This design comes from an exercise in tuning for small area on the open sky130 flow, not from production work.
Where RTL was checked, it was by simulation tests only, not by an equivalence proof against the original.
Power figures rest on the tool's default switching activity, not on a simulated workload.

==> trial 35: inputs <==
==> flow/design.v (excerpt) <==
module udp_ip_mac_top #(
    parameter       LOCAL_MAC = 48'h3C_2B_1A_09_4D_5E,
    parameter       LOCAL_IP  = 32'hC0_A8_01_6E,
    parameter       LOCL_PORT = 16'hF0F0,
    parameter       DEST_MAC  = 48'h04_D9_F5_89_43_66,
    parameter       DEST_IP   = 32'hC0_A8_01_69,
    parameter       DEST_PORT = 16'hA0A0 
)(
    input           rgmii_clk,
    input           rstn,
    input           app_data_in_valid,
    input   [7:0]   app_data_in,      
    input   [15:0]  app_data_length,    
    input           app_data_request, 
    output          udp_send_ack,   
    input           arp_req,
    output          arp_found,
    output          mac_not_exist,
    output          mac_send_end,
    output  [7:0]   udp_rec_rdata ,       
    output  [15:0]  udp_rec_data_length,      
    output          udp_rec_data_valid,        
    output          mac_data_valid,
    output  [7:0]   mac_tx_data,   
    input           rx_en,         
    input   [7:0]   mac_rx_datain
);
Settings: LEC_CHECK=0, CAP_MARGIN=20, CORE_MARGIN=2, CORE_UTILIZATION=40, CTS_BUF_LIST=sky130_fd_sc_hd__clkbuf_4, CTS_CLUSTER_DIAMETER=40, CTS_CLUSTER_SIZE=10, PLACE_DENSITY=0.6, SLEW_MARGIN=20; clock period 8.0 ns.
run.sh (not shown) runs the stock make flow with config.mk's settings and CLKGATE_MAP_FILE= SYNTH_SCRIPT=/design/flow/synth_recipe.tcl, a recipe that flattens the netlist after the stock synthesis.
==> trial 71 (differences from trial 35) <==
--- a/flow/config.mk
+++ b/flow/config.mk
@@ -10,5 +10,5 @@
 export CORE_UTILIZATION = 40
-export CTS_BUF_LIST = sky130_fd_sc_hd__clkbuf_4
-export CTS_CLUSTER_DIAMETER = 40
-export CTS_CLUSTER_SIZE = 10
+export CTS_BUF_LIST = sky130_fd_sc_hd__clkbuf_8
+export CTS_CLUSTER_DIAMETER = 50
+export CTS_CLUSTER_SIZE = 20
 export PLACE_DENSITY = 0.6
==> run summary <==
Post-Route WL=210 mm; leak pwr=39.0 nW; Finished Layout Cells=11.1k; First-pass DRT Iterations=7; Clock Path Buffers=3; Critical Path Start=ip_layer.ip_tx.identify_code[8]; total power=25.3 mW; status=timing/DRC/antenna clean; Clock power frac=0.336
# the run above: trial 71

==> run summary <==
Critical Path Start=ip_layer.ip_tx.identify_code[4]; Post-Route WL=213 mm; Clock power frac=0.347; First-pass DRT Iterations=8; leak pwr=39.5 nW; status=timing/DRC/antenna clean; Clock Path Buffers=4; total power=25.8 mW; Finished Layout Cells=11.3k
# the run above: trial 35

Function was not checked in any run of this note: the RTL went through the layout flow alone.

==> inputs of garnet <==
Another version of the RTL of udp_ip_mac_top (not shown whole).
Design udp_ip_mac_top, start of the top module:
module udp_ip_mac_top #(
    parameter       LOCAL_MAC = 48'h3C_2B_1A_09_4D_5E,
    parameter       LOCAL_IP  = 32'hC0_A8_01_6E,
    parameter       LOCL_PORT = 16'hF0F0,
    parameter       DEST_MAC  = 48'h04_D9_F5_89_43_66,
    parameter       DEST_IP   = 32'hC0_A8_01_69,
    parameter       DEST_PORT = 16'hA0A0 
)(
    input           rgmii_clk,
    input           rstn,
    input           app_data_in_valid,
    input   [7:0]   app_data_in,      
    input   [15:0]  app_data_length,    
    input           app_data_request, 
    output          udp_send_ack,   
    input           arp_req,
    output          arp_found,
    output          mac_not_exist,
    output          mac_send_end,
    output  [7:0]   udp_rec_rdata ,       
    output  [15:0]  udp_rec_data_length,      
    output          udp_rec_data_valid,        
    output          mac_data_valid,
    output  [7:0]   mac_tx_data,   
    input           rx_en,         
    input   [7:0]   mac_rx_datain
);
Settings: LEC_CHECK=0, CAP_MARGIN=20, CORE_MARGIN=2, CORE_UTILIZATION=55, GPL_TIMING_DRIVEN=0, PLACE_DENSITY=0.7, SLEW_MARGIN=20; clock period 8.0 ns.
standard.sh (not shown) runs the stock make flow with config.mk's settings and CLKGATE_MAP_FILE= SYNTH_SCRIPT=/design/flow/synth_recipe.tcl, a recipe that flattens the netlist after the stock synthesis.
==> flow/flow/run.sh <==
#!/bin/bash
# Layout flow: the standard ORFS flow (standard.sh), with these changes:
#  - synthesis maps adders as plain logic (no full-adder extraction, no
#    Kogge-Stone carry map) and uses an area-oriented ABC script (flow/abc_speed.script, replacing
#    ORFS's abc_speed.script in a linked copy of the scripts folder)
#  - port buffers are buf_1
#  - CTS builds the tree from clkbuf_8 with up to 20 sinks per cluster and
#    inserts no dummy loads
# Each tool's output stays in ORFS's own logs (orfs/logs); make's output is in
# standard_flow.log in this folder.
set -euo pipefail
WORK=$(pwd)
SX=$WORK/scripts_x
mkdir -p "$SX"
for f in "$FLOW_HOME"/scripts/*; do ln -sf "$f" "$SX/"; done
rm -f "$SX/abc_speed.script"
cp "$WORK/flow/abc_speed.script" "$SX/abc_speed.script"
export CTS_ARGS="-sink_clustering_enable -repair_clock_nets -dont_use_dummy_load -buf_list sky130_fd_sc_hd__clkbuf_8 -sink_clustering_size 20 -sink_clustering_max_diameter 45"
export BUFFER_PORTS_ARGS="-buffer_cell sky130_fd_sc_hd__buf_1"
export MAKEFLAGS="ADDER_MAP_FILE= SYNTH_OPERATIONS_ARGS=-nofsm SCRIPTS_DIR=$SX"
bash standard.sh > "$WORK/standard_flow.log" 2>&1
==> flow/flow/abc_speed.script <==
strash
&get -n
&fraig -x
&put
dc2
strash
dc2
strash
dc2
strash
&get -n
&dch -f
&nf
&dch -f
&nf
&dch -f
&nf
&put
==> delta: changes against garnet <==
==> flow/flow/run.sh (replaced) <==
#!/bin/bash
# Layout flow: the standard ORFS flow (standard.sh), with these changes:
#  - synthesis maps adders as plain logic (no full-adder extraction, no
#    Kogge-Stone carry map) and uses an area-oriented ABC script (flow/abc_speed.script)
#  - port buffers are buf_1
#  - CTS builds the tree from clkbuf_8 with up to 18 sinks per cluster and
#    inserts no dummy loads
# Each tool's output stays in ORFS's own logs (orfs/logs); make's output is in
# standard_flow.log in this folder.
set -euo pipefail
WORK=$(pwd)
SX=$WORK/scripts_x
mkdir -p "$SX"
for f in "$FLOW_HOME"/scripts/*; do ln -sf "$f" "$SX/"; done
rm -f "$SX/abc_speed.script"
cp "$WORK/flow/abc_speed.script" "$SX/abc_speed.script"
export CTS_ARGS="-sink_clustering_enable -repair_clock_nets -dont_use_dummy_load -buf_list sky130_fd_sc_hd__clkbuf_8 -sink_clustering_size 18 -sink_clustering_max_diameter 45"
export BUFFER_PORTS_ARGS="-buffer_cell sky130_fd_sc_hd__buf_1"
export MAKEFLAGS="ADDER_MAP_FILE= SYNTH_OPERATIONS_ARGS=-nofsm SCRIPTS_DIR=$SX"
bash standard.sh > "$WORK/standard_flow.log" 2>&1
==> flow/flow/abc_speed.script (replaced) <==
strash
&get -n
&fraig -x
&put
dc2
strash
&get -n
&dch -f
&nf
&put
==> tundra: changes against garnet <==
==> flow/flow/run.sh (replaced) <==
#!/bin/bash
# Layout flow: the standard ORFS flow (standard.sh), with these changes:
#  - synthesis maps adders as plain logic (no full-adder extraction, no
#    Kogge-Stone carry map) and uses an area-oriented ABC script (flow/abc_speed.script)
#  - port buffers are buf_1
#  - CTS builds the tree from clkbuf_8 with up to 18 sinks per cluster and
#    inserts no dummy loads
# Each tool's output stays in ORFS's own logs (orfs/logs); make's output is in
# standard_flow.log in this folder.
set -euo pipefail
WORK=$(pwd)
SX=$WORK/scripts_x
mkdir -p "$SX"
for f in "$FLOW_HOME"/scripts/*; do ln -sf "$f" "$SX/"; done
rm -f "$SX/abc_speed.script"
cp "$WORK/flow/abc_speed.script" "$SX/abc_speed.script"
export CTS_ARGS="-sink_clustering_enable -repair_clock_nets -dont_use_dummy_load -buf_list sky130_fd_sc_hd__clkbuf_16 -sink_clustering_size 36 -sink_clustering_max_diameter 60"
export BUFFER_PORTS_ARGS="-buffer_cell sky130_fd_sc_hd__buf_1"
export MAKEFLAGS="ADDER_MAP_FILE= SYNTH_OPERATIONS_ARGS=-nofsm SCRIPTS_DIR=$SX"
bash standard.sh > "$WORK/standard_flow.log" 2>&1
==> flow/flow/abc_speed.script (replaced) <==
strash
&get -n
&fraig -x
&put
dc2
strash
&get -n
&dch -f
&nf
&put
Settings changed: CORE_UTILIZATION 55 to 40, PLACE_DENSITY 0.7 to 0.6.
==> summary of the runs <==
delta completed with no timing, DRC or antenna violations. garnet completed without violations. tundra finished with timing, DRC and antenna clean. Utilization: delta > garnet > tundra. In synthesized area, tundra and delta do not differ. In tundra the register-to-register slack is worse than in delta, by 0.23 ns. Worst setup slack, highest first: delta, garnet, tundra. Synthesized cell count is the same in delta and tundra. The lowest clock power belongs to garnet, the highest to tundra. Routed wire length: tundra > delta > garnet.
==> figures <==
	delta	garnet	tundra
Run status	timing/DRC/antenna clean	timing/DRC/antenna clean	timing/DRC/antenna clean
Global-route layer with the greatest usage	met2	met2	met1
CTS H-tree lvls	5	4	4
Multi-input combinational area share	22.95%	22.74%	22.70%
Register share of the cell area	68.82%	69.72%	68.06%
Placed standard-cell area	0.09282 mm2	0.09222 mm2	0.09380 mm2
Via count of the first global-routing pass	49.22k	48.87k	47.82k
Net switching fraction of the power	20.64%	20.46%	20.08%
Placeable core area	0.1604 mm2	0.1589 mm2	0.2199 mm2
Data arrival time of the worst path	6.90 ns	7.05 ns	7.00 ns
Clock buffer depth	4	3	3
Hold worst-path end	ip_layer.icmp.icmp_receive_ram.ring[254][6]$_DFF_P_	ip_layer.icmp.icmp_receive_ram.ring[94][5]$_DFF_P_	ip_layer.icmp.icmp_receive_ram.ring[255][2]$_DFF_P_
Detail-routed net length per standard cell	20.00 um	19.82 um	18.93 um
Starting DRC count in detailed routing	4774	4689	4540
Inserted Clock Buffers	276	225	155

[afterwards: timing with drivers on the ports]
Ports are ideal in the flow. The routed layouts listed here were re-timed in OpenROAD. Step 1 assumes that a clkbuf_16 drives the clock port and a buf_2 every other input. Step 2 also shifts input and output timing later by t, the mid clock arrival at the registers, as if the neighbouring blocks saw the same clock. Slacks: ideal / step 1 / step 2; pairs: ideal / step 1.
| run | t (ns) | setup WS [ns] | worst setup path after step 2 | worst register clock-pin slew, ns |
|---|---|---|---|---|
| trial 35 | 1.451 | 0.924 / 0.924 / 0.924 | register to register | 0.11 / 0.11 |
| trial 71 | 1.115 | 0.899 / 0.899 / 0.899 | register to register | 0.12 / 0.12 |
| garnet | 1.006 | 1.607 / 1.607 / 1.607 | register to register | 0.12 / 0.12 |
| delta | 1.066 | 1.818 / 1.818 / 1.818 | register to register | 0.11 / 0.11 |
| tundra | 0.886 | 1.592 / 1.592 / 1.385 | input to register | 0.12 / 0.12 |
After both steps setup and hold are still met in every run listed. The setup slack of tundra, which loses most, moves by 0.000 ns with the drivers and by -0.207 ns with both steps.
